What follows belongs to an exercise in optimizing a design on an open flow for small area, a short achievable clock period and few clock cycles; a production flow would make more cautious choices.
Where RTL was checked, it was by simulation tests only, not by an equivalence proof against the original.
Only the layout flow was run in runs 5 and 6; the RTL was not checked for function there.
No activity file was given, so power comes from the tool's default toggle rates.

[design/flow/design.v]
`timescale 1ns/1ps
module stream_comp_invoke_top_module_FSM_1
        #(parameter width = 10)(
        input clk, rst,
        input [width - 1 : 0] data_in_fifo,
        input [width - 1 : 0] length_in_fifo,
        input [width - 1 : 0] command_in_fifo,
        input invoke,
        input [1 : 0] next_mode_in,
        output rd_data_in_fifo,
        output rd_length_in_fifo,
        output rd_command_in_fifo,
        output [width - 1 : 0] length,
        output FC,
        output wr_out_fifo1,
        output [width - 1 : 0] result_out);
    reg [3 : 0] len_q;
    reg k1_q, k0_q;
    wire mm = ~k1_q;                  
    wire mx = k0_q;                   
    wire sm = k1_q & k0_q;            
    reg [3 : 0] cnt;
    wire busy = (cnt != 4'd0);
    wire last = (cnt == 4'd1);
    reg [width - 1 : 0] acc;
    wire inv1 = invoke & ~next_mode_in[0] & ~next_mode_in[1];
    wire inv2 = invoke & next_mode_in[0];
    wire inv3 = invoke & next_mode_in[1];
    wire ld1 = invoke & (next_mode_in[0] ~^ next_mode_in[1]);
    assign rd_command_in_fifo = inv1;
    assign rd_length_in_fifo = inv1;
    assign rd_data_in_fifo = inv2 | busy;
    assign wr_out_fifo1 = inv3;
    assign FC = (invoke & (~next_mode_in[0] | (len_q == 4'd1))) | last;
    assign result_out = acc;
    assign length = {{(width - 4){1'b0}}, inv1 ? length_in_fifo[3 : 0] : len_q};
    wire cmd_mm = (command_in_fifo[width - 1 : 1] == 0);
    always @(posedge clk)
    begin
        if (ld1)
        begin
            len_q <= length_in_fifo[3 : 0];
            k1_q <= ~cmd_mm;
            k0_q <= cmd_mm ? command_in_fifo[0] : (command_in_fifo == 2);
        end
    end
    always @(posedge clk)
    begin
        if (!rst)
            cnt <= 4'd0;
        else if (inv2 | busy)
            cnt <= (inv2 ? len_q : cnt) - 4'd1;
    end
    wire [width - 1 : 0] opb = sm ? acc : ~acc;
    wire [width - 1 : 0] pg [0 : 4];
    wire [width - 1 : 0] pp [0 : 4];
    wire [width - 1 : 0] hx = data_in_fifo ^ opb;
    assign pg[0] = (data_in_fifo & opb) | {{(width - 1){1'b0}}, hx[0] & ~sm};
    assign pp[0] = hx;
    genvar gl, gi;
    generate
        for (gl = 0; gl < 4; gl = gl + 1)
        begin : lvl
            for (gi = 0; gi < width; gi = gi + 1)
            begin : bt
                if ((gi >> gl) & 1)
                begin : comb
                    assign pg[gl + 1][gi] = pg[gl][gi] | (pp[gl][gi] & pg[gl][((gi >> gl) << gl) - 1]);
                    assign pp[gl + 1][gi] = pp[gl][gi] & pp[gl][((gi >> gl) << gl) - 1];
                end
                else
                begin : pass
                    assign pg[gl + 1][gi] = pg[gl][gi];
                    assign pp[gl + 1][gi] = pp[gl][gi];
                end
            end
        end
    endgenerate
    wire [width : 0] s = {pg[4][width - 1], hx ^ {pg[4][width - 2 : 0], ~sm}};
    wire take_d = inv2 | (mm & (s[width] ~^ mx));
    always @(posedge clk)
    begin
        if (!rst)
            acc <= 0;
        else if (inv2 | busy)
        begin
            if (take_d)
                acc <= data_in_fifo;
            else if (sm)
                acc <= s[width - 1 : 0];
        end
    end
endmodule
[design/flow/flow/run.sh]
#!/bin/bash
# The standard layout, with plain buf_1 cells as the port buffers (the
# resizer sizes them up where timing needs it) and one tie cell shared by
# the constant outputs.
set -euo pipefail
export BUFFER_PORTS_ARGS="-buffer_cell sky130_fd_sc_hd__buf_1"
export SKIP_REPAIR_TIE_FANOUT=1
bash standard.sh > standard_flow.log 2>&1
[design/flow/standard.sh]
#!/bin/bash
# synth_recipe.tcl (not shown) runs the flow's synth.tcl, then flattens the netlist and writes it again
# the make line also repeats each setting of config.mk as NAME=value (left out here)
make -C /OpenROAD-flow-scripts/flow DESIGN_CONFIG=/design/flow/config.mk WORK_HOME=/design/flow/orfs CLKGATE_MAP_FILE= SYNTH_SCRIPT=/design/flow/synth_recipe.tcl "${@:-finish}"
[design/flow/config.mk]
export PLATFORM = sky130hd
export DESIGN_NAME = stream_comp_invoke_top_module_FSM_1
export DESIGN_NICKNAME = stream_comp_invoke_top_module_FSM_1
export VERILOG_FILES = /design/flow/design.v
export SDC_FILE = /design/flow/constraint.sdc
export NUM_CORES = 4
export LEC_CHECK = 0
export ABC_AREA = 1
export CAP_MARGIN = 20
export CORE_MARGIN = 2
export CORE_UTILIZATION = 90
export SETUP_SLACK_MARGIN = 2.0
export SLEW_MARGIN = 20
[design/flow/constraint.sdc]
create_clock -name core_clock -period 5.0 [get_ports {clk}]
set_input_delay 1.0000 -clock core_clock [delete_from_list [all_inputs] [get_ports {clk}]]
set_output_delay 1.0000 -clock core_clock [all_outputs]
set_load 0.01 [all_outputs]
==> results of run 1 <==
-- logic make-up after synthesis --
logic type / after synthesis / share of synthesized area
AND/OR/NAND/NOR: 131 / 0.362
buffers and inverters: 49 / 0.133
flip-flops: 20 / 0.262
AO/OA/AOI/OAI: 15 / 0.0556
XOR/XNOR: 15 / 0.0749
adder cells (fa/ha/maj): 13 / 0.110
other: 1 / 0.00214
-- synth_stat cells (3+ instances only) --
master / count
dfxtp_1: 14
a21oi_2: 3
buf_6: 3
fa_1: 4
inv_2: 3
nand2_2: 10
nand3_1: 12
xor2_1: 13
edfxtp_1: 6
o21ai_0: 5
inv_1: 33
nand3_2: 3
nor2_2: 11
buf_4: 7
nor2_1: 17
nand2_1: 66
nand3b_1: 3
ha_1: 9
==> results.toml, run 1 <==
[floorplan]
rows = 15
initial_core_util = 0.984
die_h_um = 48.2
die_x_um = 48.2

[synthesis]
ys_seq_area_frac = 0.262
yosys.cell_types.count = 34
netlist_area_um2 = 1750
yosys.area.top_type = "dfxtp_1"
ys_async_sr_fraction = 0
synth.net_count = 292
yosys_warnings = 1
syn_inst = 244
synth_flop_cell = "dfxtp_1"
synth_top_area_share = 0.160
synth_edf_count = 6
synthTopCellsByArea = "dfxtp_1 16%, nand2_1 14%, edfxtp_1 10%, inv_1 7.1%, xor2_1 6.5%"
synth-seq-cells = 20
avgSynthCellArea_um2 = 7.19

[status]
outcome = "did not finish"
haltStage = "3_1_place_gp_skip_io"
error_line = "[ERROR GPL-0301] Utilization 108.342 % exceeds 100%."
Testbench counts, summed over its fixed seeds: cycles 17,953.
==> inputs of run 2 (changes only) <==
--- a/design/flow/config.mk
+++ b/design/flow/config.mk
@@ -8,6 +8,6 @@
 export ABC_AREA = 1
 export CAP_MARGIN = 20
 export CORE_MARGIN = 2
-export CORE_UTILIZATION = 90
+export CORE_UTILIZATION = 70
 export SETUP_SLACK_MARGIN = 2.0
 export SLEW_MARGIN = 20
==> results.toml, run 2 <==
[critical_path]
crit_fanout = 19
cp_data_required_time_ps = 4000
worstSetupEndpoint = "rd_data_in_fifo"
start_kind = "input pin"
rr_worst_depth = 17
crit_path_max_incr_delay_ps = 280
crit_chain = "buf_1, nand2_4, nand3_2, buf_1"
slowest_stage = "buf_1"
crit_top_cell = "buf_1"
r2r_end = "acc[9]$_SDFFE_PN0P_"
crit_start = "next_mode_in[0]"
arrival_ps = 1860
worst-path-buf-inv = 2
crit_type = "in -> out"
cp_num_cells = 4
path_delay_family = "buffers and inverters"
endpoint_kind = "primary output"
r2r_start = "k0_q$_DFFE_PP_"
worst-r2r-setup-slack_ps = 2340

[status]
outcome = "no timing/DRC/antenna violations"

[cells_and_area]
largest_reg_flops = 10
nets = 333
mostFrequentLayoutCells = "66 x nand2_1, 46 x buf_1, 33 x inv_1"
register_area_um2 = 460
top_register = "acc"
drive_above_1_share = 0.137
area_growth_pct = 9.56
multi_input_area_um2 = 1080
final_common_cell = "nand2_1"
num_antenna_cells = 0
top_regs = "acc (10), cnt (4), len_q (4)"
fillers = 190

[cts]
cts_tree = "yes"
root_buffer = "clkbuf_4"
cts_made_buffers = 3
cts_setup_buffers = 0
clk_path_buf_depth = 2
clk_latency_ps = 310
htreeDepth = 1
hold_buffers = 0
clk_pin_slew_worst_paths_ps = 110
clock_sinks = 20

[timing]
totalNegativeSetupSlack_ps = 0
finalHoldViolations = 0
layout_setup_ws_ps = 2140
timing.fmax_mhz = 350
whs_ps = 547
tightestPinTransition_ps = 566
rsz0062_at_grt = "no"
relSlewSlack = 0.623
setup_violations = 0
slew_violations = 0
fin_skew_ps = 2.49
finalCritPeriodShare = 0.571
fin_crit_ps = 2860

[global_route]
grt_pass1_vias = 1316
grt_overflow = 0
grt.busiest_layer = "met2"
grtUsageMet2 = 0.443
use_met1 = 0.303
antenna_found_initial = 0
grt_max_degree = 21
grtUsageMet3 = 0.0333
grt_pass1_wl_mm = 5.31
grt_use_total = 0.250

[place]
hpwlAfterDp_mm = 2.48
gp_congestion = 0.730
place_ws_ps = 1800
portBuffers = 47

[route]
routedWlPerCell_um = 10.5
drcViolationCount = 0
ant_nets = 0
drtIter0Drc = 24
firstDrtPassIters = 6
vias_per_cell = 5.03
finalWirelength_mm = 3.30
vias = 1580

[synthesis]
synth_common_cells = "66 x nand2_1, 33 x inv_1, 17 x nor2_1"
synth_top_area_share = 0.160
yosys.cell_types.count = 34
synthMostInstantiatedCell = "nand2_1"
synth_flop_cell = "dfxtp_1"
ys_async_sr_fraction = 0
synth.net_count = 292
synth_edf_count = 6
yosys.area.top_type = "dfxtp_1"
ys_seq_area_frac = 0.262
avgSynthCellArea_um2 = 7.19
synthTopCellsByArea = "dfxtp_1 16%, nand2_1 14%, edfxtp_1 10%, inv_1 7.1%, xor2_1 6.5%"
synth-seq-cells = 20
yosys_warnings = 1
netlist_area_um2 = 1750
syn_inst = 244

[pwr]
ir_worst_vdd_uv = 404
leakagePower_nw = 0.938
p_per_area_nw_per_um2 = 505

[floorplan]
core_area_um2 = 2430
rows = 18
die_h_um = 54.1
die_x_um = 54.1
die-area_um2 = 2920
io_pins = 60
initial_core_util = 0.721

[job]
maxCapViolations = 0

[min_path]
hp-class = "reg -> reg"
## run 2: cell counts after synthesis
No cell type changed its count.
## run 2: logic make-up after synthesis
| logic type | after synthesis | share of synthesized area |
|---|---|---|
| AOI/OAI and AO/OA | 15 | 0.0556 |
| and+or+nand+nor | 131 | 0.362 |
| DFF | 20 | 0.262 |
| xor gates and xnor gates | 15 | 0.0749 |
| adders and majority gates | 13 | 0.110 |
| other | 1 | 0.00214 |
| buffers and inverters | 49 | 0.133 |
## run 2: worst register-to-register path, cell delays in order, from the launching register on
cell and delay [ps]:
edfxtp_1 480, nand2_4 180, xor2_1 210, fa_1 400, inv_1 100, nand3_1 90
nand2_2 100, nand2_2 50, nand2_2 60, nand2_2 60, nand2_2 60, nand2_2 60
nand3_4 140, nand3_2 110, nand2_4 240, nand2_1 100, nand2_1 80, nor2_1 40
## run 2: metrics by stage
step / cell area, um2 / power (W) / utilization / instances
3_3_place_gp: 1870 / 0.000867 / 0.770 / 309
6_report: 1920 / 0.000971 / 0.790 / 314
3_5_place_dp: 1870 / 0.000886 / 0.770 / 309
4_1_cts: 1910 / 0.000974 / 0.783 / 313
5_1_grt: 1920 / 0.00108 / 0.790 / 314
2_1_floorplan: 1750 / 0.000790 / - / 244
## run 2: repair_timing
| item | 4_1_cts | 5_1_grt |
|---|---|---|
| gates resized for setup | 1 | 2 |
| pin swaps | 0 | 1 |
| setup endpoints to repair | 2 | 10 |
| gates cloned | 0 | 1 |
## run 2: worst min path at each step
stage                                   start  cells past startpoint                  end
final                     acc[7]$_SDFFE_PN0P_                      4  acc[7]$_SDFFE_PN0P_
after detailed placement  acc[7]$_SDFFE_PN0P_                      4  acc[7]$_SDFFE_PN0P_
after global routing      acc[2]$_SDFFE_PN0P_                      4  acc[2]$_SDFFE_PN0P_
after CTS                 acc[7]$_SDFFE_PN0P_                      4  acc[7]$_SDFFE_PN0P_
after global placement    acc[6]$_SDFFE_PN0P_                      4  acc[6]$_SDFFE_PN0P_
after floorplan           cnt[0]$_SDFFE_PN0P_                      3  cnt[0]$_SDFFE_PN0P_
## run 2: power by group
group          internal, W   total, W  switching, W  leakage [nW]
Combinational     0.000249   0.000637      0.000389         0.750
Clock            0.0000312  0.0000832     0.0000520        0.0150
Sequential        0.000217   0.000251     0.0000341         0.173
Total             0.000497   0.000971      0.000475         0.938
## run 2: routing by layer
metal | part of all wire | vias up
met2 | 0.49 | 70
li1 | - | 834
met1 | 0.42 | 668
met5 | 0 | -
met3 | 0.081 | 8
met4 | 0.017 | 0
## run 2: area by class of cell
type / count / area share
timing repair buffer: 47 / 0.0924
multi-input combinational: 176 / 0.563
sequential: 20 / 0.240
inverter: 37 / 0.0723
clock buffer: 4 / 0.0137
tap: 30 / 0.0195
==> inputs of run 3 (changes only) <==
--- a/design/flow/config.mk
+++ b/design/flow/config.mk
@@ -8,6 +8,6 @@
 export ABC_AREA = 1
 export CAP_MARGIN = 20
 export CORE_MARGIN = 2
-export CORE_UTILIZATION = 70
+export CORE_UTILIZATION = 60
 export SETUP_SLACK_MARGIN = 2.0
 export SLEW_MARGIN = 20
==> results.toml, run 3 <==
[status]
outcome = "no timing/DRC/antenna violations"

[floorplan]
io_pins = 60
die_h_um = 58.1
die_x_um = 58.1
core_area_um2 = 2760
initial_core_util = 0.636
die-area_um2 = 3370
rows = 19

[timing]
tightestPinTransition_ps = 557
relSlewSlack = 0.629
fin_skew_ps = 8.42
slew_violations = 0
finalCritPeriodShare = 0.577
fin_crit_ps = 2890
finalHoldViolations = 0
rsz0062_at_grt = "no"
setup_violations = 0
timing.fmax_mhz = 346
totalNegativeSetupSlack_ps = 0

[cts]
cts_tree = "yes"
clk_path_buf_depth = 2
root_buffer = "clkbuf_4"
clk_pin_slew_worst_paths_ps = 110
cts_made_buffers = 3
clock_sinks = 20
clk_latency_ps = 310
htreeDepth = 1

[critical_path]
rr_worst_depth = 17
crit_type = "in -> out"
cp_data_required_time_ps = 4000
r2r_end = "acc[9]$_SDFFE_PN0P_"
arrival_ps = 1890
worst-r2r-setup-slack_ps = 2380
endpoint_kind = "primary output"
crit_fanout = 19
path_delay_family = "buffers and inverters"
crit_path_max_incr_delay_ps = 290
worst-path-buf-inv = 2
slowest_stage = "buf_1"
r2r_start = "k0_q$_DFFE_PP_"
crit_top_cell = "buf_1"
crit_chain = "buf_1, nand2_4, nand3_2, buf_1"
crit_start = "next_mode_in[0]"
start_kind = "input pin"

[global_route]
grt_pass1_wl_mm = 5.71
grt_overflow = 0
antenna_found_initial = 0
grt_use_total = 0.217
grt_max_degree = 21
grt_pass1_vias = 1408

[cells_and_area]
top_regs = "acc (10), cnt (4), len_q (4)"
final_area_um2 = 1920
finalNonFillerCells = 315
nets = 333
top_register = "acc"
largest_reg_flops = 10
drive_above_1_share = 0.137
final_common_cell = "nand2_1"
num_antenna_cells = 0
area_growth_pct = 9.63
mostFrequentLayoutCells = "66 x nand2_1, 46 x buf_1, 33 x inv_1"

[synthesis]
yosys_warnings = 1
yosys.cell_types.count = 34
syn_inst = 244
synth-seq-cells = 20
synth_flop_cell = "dfxtp_1"
yosys.area.top_type = "dfxtp_1"
ys_seq_area_frac = 0.262
avgSynthCellArea_um2 = 7.19
synth.net_count = 292
synth_edf_count = 6
synthTopCellsByArea = "dfxtp_1 16%, nand2_1 14%, edfxtp_1 10%, inv_1 7.1%, xor2_1 6.5%"
synth_top_area_share = 0.160
synth_common_cells = "66 x nand2_1, 33 x inv_1, 17 x nor2_1"
netlist_area_um2 = 1750
ys_async_sr_fraction = 0
synthMostInstantiatedCell = "nand2_1"

[min_path]
min_to = "acc[3]$_SDFFE_PN0P_"
worstHoldStart = "acc[3]$_SDFFE_PN0P_"
hold_depth = 4
hp-class = "reg -> reg"

[place]
gp_congestion = 0.824
postPlaceCellArea_um2 = 1870
hpwlAfterDp_mm = 2.60
dp_cells = 310
portBuffers = 47

[pwr]
ir_worst_vdd_uv = 362
p_per_area_nw_per_um2 = 503
total_power_w = 0.000967
leakagePower_nw = 0.938

[route]
drcViolationCount = 0
vias = 1540
firstDrtPassIters = 4
ant_nets = 0
vias_per_cell = 4.89
drtIter0Drc = 51
routedWlPerCell_um = 10.5
finalWirelength_mm = 3.32

[job]
maxCapViolations = 0
## run 3: cell count changes in the layout (fill, tap and decap cells not counted)
cell      delta
clkinv_1     +1
clkbuf_1     -1
## run 3: what timing repair did
item	CTS	global route
hold buffers	0	0
pin swaps	0	1
buffers inserted	0	0
endpoints found under the setup margin	4	14
cloned	0	1
resized for setup	1	2
## run 3: routing by layer
| metal | global-route usage | share of wire |
|---|---|---|
| met5 | 0 | 0 |
| met1 | 0.275 | 0.49 |
| met3 | 0.0223 | 0.041 |
| met2 | 0.388 | 0.45 |
| met4 | 0.0631 | 0.012 |
## run 3: kinds of logic after synthesis
| logic type | after synthesis | share of synthesized area |
|---|---|---|
| AND/OR/NAND/NOR | 131 | 0.362 |
| buffers and inverters | 49 | 0.133 |
| flip-flops | 20 | 0.262 |
| AO/OA/AOI/OAI | 15 | 0.0556 |
| XOR/XNOR | 15 | 0.0749 |
| adder cells (fa/ha/maj) | 13 | 0.110 |
| other | 1 | 0.00214 |
## run 3: final cells by class
class | count | area (um2)
clock buffers | 3 | 22.5
clock inverters | 1 | 3.75
fillers | 259 | 835
inverters | 37 | 139
multi-input cells | 176 | 1080
flip-flops and latches | 20 | 460
well taps | 31 | 38.8
repair buffers | 47 | 178
## run 3: metrics by stage
step	utilization	setup slack, ps	hold slack [ps]
5_1_grt	0.697	2030	587
6_report	0.697	2110	546
2_1_floorplan	-	2290	550
3_5_place_dp	0.680	1770	538
4_1_cts	0.691	2050	556
3_3_place_gp	0.680	1780	526
## run 3: where the power goes
group          internal [W]  switching (W)  total [W]  leakage (nW)
clock network     0.0000291      0.0000516  0.0000807        0.0154
registers          0.000217      0.0000357   0.000252         0.173
logic              0.000247       0.000386   0.000634         0.750
total              0.000493       0.000474   0.000967         0.938
## run 3: worst register-to-register path, cell delays in order (launching register included)
cell      delay (ps)
edfxtp_1         470
nand2_4          170
xor2_1           190
fa_1             390
inv_1            100
nand3_1           90
nand2_2          110
nand2_2           60
nand2_2           70
nand2_2           70
nand2_2           60
nand2_2           60
nand3_4          140
nand3_2          110
nand2_4          240
nand2_1          100
nand2_1           80
nor2_1            40
## run 3: worst max-delay path by stage
stage                                      to  slack, ps  cells past startpoint
final                         rd_data_in_fifo       2110                      4
after global routing          rd_data_in_fifo       2030                      4
after CTS                           length[0]       2050                      6
after detailed placement  acc[9]$_SDFFE_PN0P_       1770                     17
after global placement    acc[9]$_SDFFE_PN0P_       1780                     17
after floorplan                     length[1]       2290                      4
==> inputs of run 4 (changes only) <==
--- a/design/flow/config.mk
+++ b/design/flow/config.mk
@@ -8,6 +8,6 @@
 export ABC_AREA = 1
 export CAP_MARGIN = 20
 export CORE_MARGIN = 2
-export CORE_UTILIZATION = 60
+export CORE_UTILIZATION = 40
 export SETUP_SLACK_MARGIN = 2.0
 export SLEW_MARGIN = 20
==> results.toml, run 4 <==
[timing]
rsz0062_at_grt = "no"
finalCritPeriodShare = 0.572
whs_ps = 545
layout_setup_ws_ps = 2140
finalHoldViolations = 0
slew_violations = 0
fin_skew_ps = 9.39
totalNegativeSetupSlack_ps = 0
setup_violations = 0
fin_crit_ps = 2860
tightestPinTransition_ps = 625
relSlewSlack = 0.583
timing.fmax_mhz = 350

[floorplan]
core_area_um2 = 4290
initial_core_util = 0.409
die_h_um = 70.2
die-area_um2 = 4930
die_x_um = 70.2
rows = 24
io_pins = 60

[cts]
clk_path_buf_depth = 2
clk_latency_ps = 270
clock_sinks = 20
root_buffer = "clkbuf_8"
hold_buffers = 0
cts_tree = "yes"
clk_pin_slew_worst_paths_ps = 90
htreeDepth = 1
cts_made_buffers = 3

[cells_and_area]
largest_reg_flops = 10
top_regs = "acc (10), cnt (4), len_q (4)"
final_common_cell = "nand2_1"
fillers = 462
finalNonFillerCells = 336
mostFrequentLayoutCells = "66 x nand2_1, 46 x buf_1, 33 x inv_1"
nets = 333
area_growth_pct = 13.6
top_register = "acc"
register_area_um2 = 460
multi_input_area_um2 = 1070
drive_above_1_share = 0.141
final_area_um2 = 1990
num_antenna_cells = 0

[critical_path]
endpoint_kind = "primary output"
crit_path_max_incr_delay_ps = 290
cp_data_required_time_ps = 4000
crit_type = "in -> out"
path_delay_family = "buffers and inverters"
arrival_ps = 1860
crit_chain = "clkbuf_2, inv_1, nor3_4, inv_1, nand2_1, nand2_1, buf_1"
start_kind = "input pin"
slowest_stage = "nor3_4"
crit_fanout = 8
worst-path-buf-inv = 4

[place]
dp_cells = 331
hpwlAfterDp_mm = 2.65
portBuffers = 47
gp_congestion = 0.748
place_ws_ps = 1780
postPlaceCellArea_um2 = 1900

[synthesis]
yosys.area.top_type = "dfxtp_1"
synth-seq-cells = 20
synthMostInstantiatedCell = "nand2_1"
avgSynthCellArea_um2 = 7.19
yosys_warnings = 1
ys_seq_area_frac = 0.262
synth_common_cells = "66 x nand2_1, 33 x inv_1, 17 x nor2_1"
ys_async_sr_fraction = 0
synth_flop_cell = "dfxtp_1"
synthTopCellsByArea = "dfxtp_1 16%, nand2_1 14%, edfxtp_1 10%, inv_1 7.1%, xor2_1 6.5%"
yosys.cell_types.count = 34
synth.net_count = 292
netlist_area_um2 = 1750
syn_inst = 244
synth_edf_count = 6
synth_top_area_share = 0.160

[pwr]
leakagePower_nw = 0.962
p_per_area_nw_per_um2 = 529
ir_worst_vdd_uv = 219

[route]
firstDrtPassIters = 4
finalWirelength_mm = 3.50
vias_per_cell = 4.58
ant_nets = 0
routedWlPerCell_um = 10.4
drtIter0Drc = 63
drcViolationCount = 0
vias = 1538

[status]
outcome = "no timing/DRC/antenna violations"

[min_path]
hp-class = "reg -> reg"

[global_route]
grt_max_degree = 21
grt_pass1_wl_mm = 6.09
grt_pass1_vias = 1398
grt_overflow = 0
grt_use_total = 0.152
antenna_found_initial = 0

[job]
maxCapViolations = 0
## run 4: worst paths after layout
path,cells past startpoint,end,slack (ps),startpoint
min reg2reg,4,acc[6]$_SDFFE_PN0P_,540,acc[6]$_SDFFE_PN0P_
max reg2reg,17,acc[1]$_SDFFE_PN0P_,2390,k0_q$_DFFE_PP_
min,4,acc[6]$_SDFFE_PN0P_,540,acc[6]$_SDFFE_PN0P_
max,7,length[1],2140,invoke
## run 4: cell type report
class,count,share of cell area
multi-input combinational,175,0.538
sequential,20,0.231
timing repair buffer,48,0.0930
inverter,37,0.0697
tap,52,0.0327
clock buffer,3,0.0207
clock inverter,1,0.0151
## run 4: timing repair
action | in CTS | in global routing
setup endpoints to repair | 2 | 14
resized for setup | 1 | 2
setup buffers | 0 | 1
hold endpoints to repair | 0 | 0
gates cloned | 0 | 0
pin swaps | 0 | 1
## run 4: logic make-up (layout without fill, tap and decap cells)
logic type,count (synthesis),count (layout),synth area share
compound gates,15,15,0.0556
xor+xnor,15,15,0.0749
fa+ha+maj,13,13,0.110
buf+inv,49,89,0.133
flops,20,20,0.262
other cells,1,1,0.00214
simple gates,131,131,0.362
## run 4: stage by stage
| stage | util | power (W) |
|---|---|---|
| finish | 0.464 | 0.00105 |
| global route | 0.464 | 0.00118 |
| CTS | 0.461 | 0.00106 |
| detailed placement | 0.443 | 0.000890 |
| global placement | 0.443 | 0.000880 |
| floorplan | - | 0.000790 |
## run 4: worst min-delay path, cell delays in order, from the launching register on
cell	delay, ps
dfxtp_1	340
inv_1	50
nand2_1	40
nand2_1	50
nor2_1	30
## run 4: where the power goes
group / internal [W] / switching, W
logic: 0.000248 / 0.000386
registers: 0.000217 / 0.0000341
clock network: 0.000107 / 0.0000623
total: 0.000572 / 0.000482
## run 4: routing by layer
metal	part of all wire	global-route usage	vias up
met1	0.47	0.213	654
met5	0	0	-
li1	-	-	828
met4	0.0054	0.0256	0
met2	0.45	0.237	54
met3	0.071	0.0418	2
==> inputs of run 5 (changes only) <==
--- a/design/flow/design.v
+++ b/design/flow/design.v
@@ -29,7 +29,7 @@
     wire ld1 = invoke & (next_mode_in[0] ~^ next_mode_in[1]);
     assign rd_command_in_fifo = inv1;
     assign rd_length_in_fifo = inv1;
-    assign rd_data_in_fifo = inv2 | busy;
+    assign rd_data_in_fifo = (invoke & next_mode_in[0] & ~next_mode_in[1]) | busy;
     assign wr_out_fifo1 = inv3;
     assign FC = (invoke & (~next_mode_in[0] | (len_q == 4'd1))) | last;
     assign result_out = acc;
==> results.toml, run 5 <==
[floorplan]
die_h_um = 70.7
core_area_um2 = 4320
die_x_um = 70.7
rows = 24
die-area_um2 = 5000
initial_core_util = 0.412
io_pins = 60

[route]
routedWlPerCell_um = 10.7
drtIter0Drc = 59
finalWirelength_mm = 3.65
drcViolationCount = 0
firstDrtPassIters = 4
vias = 1564
ant_nets = 0
vias_per_cell = 4.59

[synthesis]
yosys.area.top_type = "dfxtp_1"
netlist_area_um2 = 1780
yosys_warnings = 1
synth_flop_cell = "dfxtp_1"
avgSynthCellArea_um2 = 7.16
ys_async_sr_fraction = 0
synth_top_area_share = 0.157
ys_seq_area_frac = 0.258
yosys.cell_types.count = 34
syn_inst = 249
synthTopCellsByArea = "dfxtp_1 16%, nand2_1 15%, edfxtp_1 10%, nor2_2 7.0%, inv_1 6.5%"
synth_edf_count = 6
synth-seq-cells = 20
synth.net_count = 297
synth_common_cells = "72 x nand2_1, 31 x inv_1, 20 x nor2_2"
synthMostInstantiatedCell = "nand2_1"

[critical_path]
worst-r2r-setup-slack_ps = 2430
r2r_start = "k0_q$_DFFE_PP_"
r2r_end = "acc[5]$_SDFFE_PN0P_"
rr_worst_depth = 15
crit_type = "in -> out"
arrival_ps = 1900
endpoint_kind = "primary output"
start_kind = "input pin"
cp_data_required_time_ps = 4000
crit_fanout = 19

[cells_and_area]
drive_above_1_share = 0.159
mostFrequentLayoutCells = "72 x nand2_1, 47 x buf_1, 31 x inv_1"
final_area_um2 = 2000
final_common_cell = "nand2_1"
num_antenna_cells = 0
top_regs = "acc (10), cnt (4), len_q (4)"
largest_reg_flops = 10
top_register = "acc"
area_growth_pct = 12.5
nets = 338

[min_path]
hp-class = "reg -> reg"
worstHoldStart = "acc[2]$_SDFFE_PN0P_"
min_to = "acc[2]$_SDFFE_PN0P_"
hold_depth = 4

[cts]
cts_setup_buffers = 0
htreeDepth = 1
cts_made_buffers = 3
clk_latency_ps = 270
clk_path_buf_depth = 2
cts_tree = "yes"
root_buffer = "clkbuf_8"
clock_sinks = 20
clk_pin_slew_worst_paths_ps = 80

[place]
postPlaceCellArea_um2 = 1930
portBuffers = 47
gp_congestion = 0.803
hpwlAfterDp_mm = 2.72

[timing]
fin_skew_ps = 8.20
tightestPinTransition_ps = 586
fin_crit_ps = 2900
relSlewSlack = 0.610
slew_violations = 0
rsz0062_at_grt = "no"
totalNegativeSetupSlack_ps = 0
setup_violations = 0
finalHoldViolations = 0
timing.fmax_mhz = 345
finalCritPeriodShare = 0.579
whs_ps = 556

[pwr]
leakagePower_nw = 0.948
total_power_w = 0.00103
ir_worst_vdd_uv = 203
p_per_area_nw_per_um2 = 512

[status]
outcome = "no timing/DRC/antenna violations"

[global_route]
grt_pass1_wl_mm = 6.17
grt_max_degree = 21
grt_pass1_vias = 1428
grt_overflow = 0
grt_use_total = 0.154
antenna_found_initial = 0

[job]
maxCapViolations = 0
## run 5: cell count changes in the layout (fill, tap and decap cells not counted), moves of 2 or more
cell,previous run,this run
nor2_2,11,20
inv_1,33,31
nand2_2,9,6
inv_2,3,6
nand2_1,66,72
nor2_1,17,8
## run 5: worst max path at each step
stage | to | depth (start not counted) | startpoint | slack, ps
floorplan | length[0] | 2 | next_mode_in[0] | 2310
global placement | acc[0]$_SDFFE_PN0P_ | 17 | data_in_fifo[0] | 1820
detailed placement | acc[7]$_SDFFE_PN0P_ | 17 | data_in_fifo[0] | 1800
CTS | length[3] | 6 | invoke | 2090
global route | length[3] | 6 | invoke | 2010
finish | rd_data_in_fifo | 4 | next_mode_in[0] | 2100
## run 5: routing by layer
metal	share of wire	routed length (um)	up-vias	global-route usage
met3	0.047	172	5	0.0313
met1	0.47	1720	681	0.187
met4	0.016	60	0	0.0713
li1	-	-	846	-
met2	0.46	1700	32	0.261
met5	0	0	-	0
## run 5: cells by family after synthesis
group	after synthesis	share of synthesized area
adder cells (fa/ha/maj)	13	0.108
AO/OA/AOI/OAI	15	0.0520
buffers and inverters	51	0.135
XOR/XNOR	15	0.0737
AND/OR/NAND/NOR	134	0.371
other	1	0.00210
flip-flops	20	0.258
## run 5: area by class of cell
| type | instances | area, um2 |
|---|---|---|
| inverter | 39 | 146 |
| tap | 52 | 65.1 |
| fill | 462 | 2320 |
| multi-input combinational | 179 | 1110 |
| clock buffer | 4 | 45.0 |
| timing repair buffer | 47 | 176 |
| sequential | 20 | 460 |
## run 5: critical path, cell delays in order
cell	delay, ps
buf_1	300
nand2_4	220
o211ai_1	210
buf_1	170
## run 5: repair_timing
action,CTS,global route
setup endpoints to repair,4,11
gates cloned,0,1
hold buffers,0,0
pin swaps,0,1
resized for setup,1,2
hold endpoints to repair,0,0
## run 5: metrics by stage
step                instances  worst slack, ps  utilization
finish                    341             2100        0.464
global route              341             2010        0.464
CTS                       340             2090        0.458
detailed placement        336             1800        0.446
global placement          336             1820        0.446
floorplan                 249             2310            -
## run 5: power by group
group | internal, W | leakage [nW] | switching [W]
Sequential | 0.000217 | 0.173 | 0.0000339
Combinational | 0.000255 | 0.753 | 0.000400
Clock | 0.0000571 | 0.0228 | 0.0000631
Total | 0.000529 | 0.948 | 0.000497
==> inputs of run 6 (changes only) <==
--- a/design/flow/design.v
+++ b/design/flow/design.v
@@ -23,16 +23,17 @@
     wire busy = (cnt != 4'd0);
     wire last = (cnt == 4'd1);
     reg [width - 1 : 0] acc;
+    reg valid_q;                      
     wire inv1 = invoke & ~next_mode_in[0] & ~next_mode_in[1];
     wire inv2 = invoke & next_mode_in[0];
     wire inv3 = invoke & next_mode_in[1];
     wire ld1 = invoke & (next_mode_in[0] ~^ next_mode_in[1]);
     assign rd_command_in_fifo = inv1;
     assign rd_length_in_fifo = inv1;
-    assign rd_data_in_fifo = (invoke & next_mode_in[0] & ~next_mode_in[1]) | busy;
+    assign rd_data_in_fifo = inv2 | busy;
     assign wr_out_fifo1 = inv3;
     assign FC = (invoke & (~next_mode_in[0] | (len_q == 4'd1))) | last;
-    assign result_out = acc;
+    assign result_out = acc & {width{valid_q}};
     assign length = {{(width - 4){1'b0}}, inv1 ? length_in_fifo[3 : 0] : len_q};
     wire cmd_mm = (command_in_fifo[width - 1 : 1] == 0);
     always @(posedge clk)
@@ -81,8 +82,13 @@
     always @(posedge clk)
     begin
         if (!rst)
-            acc <= 0;
-        else if (inv2 | busy)
+            valid_q <= 1'b0;
+        else if (inv2)
+            valid_q <= 1'b1;
+    end
+    always @(posedge clk)
+    begin
+        if (inv2 | busy)
         begin
             if (take_d)
                 acc <= data_in_fifo;
==> results.toml, run 6 <==
[route]
drcViolationCount = 0
drtIter0Drc = 63
vias = 1404
ant_nets = 0
firstDrtPassIters = 4
routedWlPerCell_um = 10.4
finalWirelength_mm = 3.26
vias_per_cell = 4.49

[job]
maxCapViolations = 0

[cts]
clk_pin_slew_worst_paths_ps = 70
cts_made_buffers = 3
root_buffer = "clkbuf_8"
cts_tree = "yes"
htreeDepth = 1
clk_path_buf_depth = 2
clock_sinks = 21
clk_latency_ps = 260

[cells_and_area]
largest_reg_flops = 10
final_common_cell = "nand2_1"
drive_above_1_share = 0.0760
area_growth_pct = 17.0
top_register = "acc"
num_antenna_cells = 0
nets = 312
mostFrequentLayoutCells = "69 x nand2_1, 44 x buf_1, 37 x inv_1"
final_area_um2 = 1950
top_regs = "acc (10), cnt (4), len_q (4)"

[pwr]
ir_worst_vdd_uv = 197
leakagePower_nw = 0.971
p_per_area_nw_per_um2 = 497
total_power_w = 0.000971

[floorplan]
die_h_um = 68.6
die_x_um = 68.6
initial_core_util = 0.417
core_area_um2 = 4000
die-area_um2 = 4710
io_pins = 60
rows = 23

[timing]
slew_violations = 0
finalHoldViolations = 0
finalCritPeriodShare = 0.590
totalNegativeSetupSlack_ps = 0
timing.fmax_mhz = 339
setup_violations = 0
fin_skew_ps = 3.93
fin_crit_ps = 2950
whs_ps = 612
rsz0062_at_grt = "no"

[critical_path]
r2r_end = "acc[2]$_DFFE_PP_"
crit_start = "invoke"
cp_data_required_time_ps = 4000
worst-r2r-setup-slack_ps = 2360
worstSetupEndpoint = "length[3]"
start_kind = "input pin"
r2r_start = "k0_q$_DFFE_PP_"
arrival_ps = 1950
endpoint_kind = "primary output"
rr_worst_depth = 15
crit_type = "in -> out"
crit_fanout = 6

[global_route]
grt_pass1_wl_mm = 5.20
grt_pass1_vias = 1231
antenna_found_initial = 0
grt_use_total = 0.145
grt_overflow = 0
grt_max_degree = 19

[synthesis]
synthMostInstantiatedCell = "nand2_1"
netlist_area_um2 = 1670
synth_flop_cell = "edfxtp_1"
avgSynthCellArea_um2 = 7.66
ys_seq_area_frac = 0.348
synth-seq-cells = 21
yosys.area.top_type = "edfxtp_1"
ys_async_sr_fraction = 0
synthTopCellsByArea = "edfxtp_1 29%, nand2_1 16%, inv_1 8.5%, ha_1 6.7%, dfxtp_1 6.0%"
yosys_warnings = 1
synth_common_cells = "71 x nand2_1, 38 x inv_1, 16 x edfxtp_1"
yosys.cell_types.count = 30
synth_edf_count = 16
synth_top_area_share = 0.288
syn_inst = 218
synth.net_count = 266

[place]
gp_congestion = 0.749
hpwlAfterDp_mm = 2.50
postPlaceCellArea_um2 = 1830
portBuffers = 47

[status]
outcome = "no timing/DRC/antenna violations"

[min_path]
hp-class = "reg -> reg"
-- run 6: how the worst min path moves through the flow --
stage	startpoint	endpoint	slack, ps	depth (start not counted)
2_1_floorplan	valid_q$_SDFFE_PN0P_	valid_q$_SDFFE_PN0P_	440	1
3_3_place_gp	cnt[0]$_SDFFE_PN0P_	cnt[0]$_SDFFE_PN0P_	610	3
3_5_place_dp	cnt[0]$_SDFFE_PN0P_	cnt[0]$_SDFFE_PN0P_	600	3
4_1_cts	cnt[0]$_SDFFE_PN0P_	cnt[0]$_SDFFE_PN0P_	610	3
5_1_grt	cnt[0]$_SDFFE_PN0P_	cnt[0]$_SDFFE_PN0P_	650	3
6_report	cnt[0]$_SDFFE_PN0P_	cnt[0]$_SDFFE_PN0P_	610	3
-- run 6: through the flow --
step / worst slack (ps) / instances / utilization
CTS: 1990 / 308 / 0.470
finish: 2050 / 313 / 0.488
global placement: 1610 / 304 / 0.458
global route: 1980 / 313 / 0.488
detailed placement: 1620 / 304 / 0.458
floorplan: 2290 / 218 / -
-- run 6: where the power goes --
group	leakage (nW)	internal [W]	switching, W	total (W)
clock	0.0228	0.0000567	0.0000530	0.000110
combinational	0.753	0.000226	0.000317	0.000543
sequential	0.195	0.000278	0.0000403	0.000318
-- run 6: per-layer routing --
| metal | track usage | vias up | wire length, um |
|---|---|---|---|
| met2 | 0.252 | 45 | 1540 |
| li1 | - | 761 | - |
| met1 | 0.185 | 596 | 1470 |
| met3 | 0.0357 | 2 | 236 |
| met5 | 0 | - | 0 |
| met4 | 0.0225 | 0 | 19 |
-- run 6: layout make-up --
| type | count | area [um2] |
|---|---|---|
| inverter | 39 | 150 |
| clock buffer | 4 | 45.0 |
| timing repair buffer | 51 | 210 |
| sequential | 21 | 581 |
| tap | 50 | 62.6 |
| multi-input combinational | 147 | 897 |
| fill | 418 | 2050 |
| timing repair inverter | 1 | 7.51 |
-- run 6: logic make-up (layout without fill, tap and decap cells) --
group,Yosys count,after routing,synth area share
DFF,21,21,0.348
and+or+nand+nor,104,104,0.268
adders and majority gates,13,13,0.115
buffers and inverters,50,95,0.134
xor gates and xnor gates,15,15,0.0787
other,1,1,0.00225
AOI/OAI and AO/OA,13,13,0.0472
muxes,1,1,0.00600
-- run 6: timing repair --
action / in CTS / in global routing
gates cloned: 0 / 1
resized for setup: 2 / 9
pin swaps: 0 / 1
buffers inserted: 0 / 4
setup endpoints to repair: 11 / 25
hold buffers: 0 / 0
-- run 6: worst max-delay path, stage by stage --
cell	delay, ps
clkbuf_2	170
inv_1	100
nor3_4	270
buf_4	160
nand2_1	40
o21ai_0	60
clkbuf_2	150

[port drivers added, routing unchanged]
How much do the figures lean on ideal ports? The routed layouts below were timed once more, with nothing changed but the port constraints.
Step 1 assumes that a clkbuf_16 drives the clock port and a buf_2 every other input.
Step 2 adds t to the input delays and takes it off the output delays; t is the mean of the earliest and latest rising clock arrival at the registers after step 1. Input paths then give back, and output paths get back, about the clock's delay inside the block.
Slacks: ideal / step 1 / step 2; pairs: ideal / step 1.
run	t (ns)	setup WS [ns]	slew at the worst register clock pin (ns)	worst data-port slew with drivers (ns)	pins driven straight from the clock port
run 2	0.329	2.144 / 2.122 / 1.902	0.11 / 0.11	0.03	1
run 3	0.323	2.114 / 2.093 / 1.921	0.12 / 0.12	0.03	1
run 4	0.289	2.139 / 2.114 / 1.940	0.09 / 0.09	0.03	1
run 5	0.295	2.104 / 2.082 / 1.994	0.09 / 0.09	0.04	1
run 6	0.280	2.051 / 2.029 / 1.966	0.08 / 0.08	0.03	1
After both steps setup and hold are still met in every run listed. For run 2, which loses most, drivers alone change the setup slack by -0.022 ns; drivers and shift together by -0.242 ns.
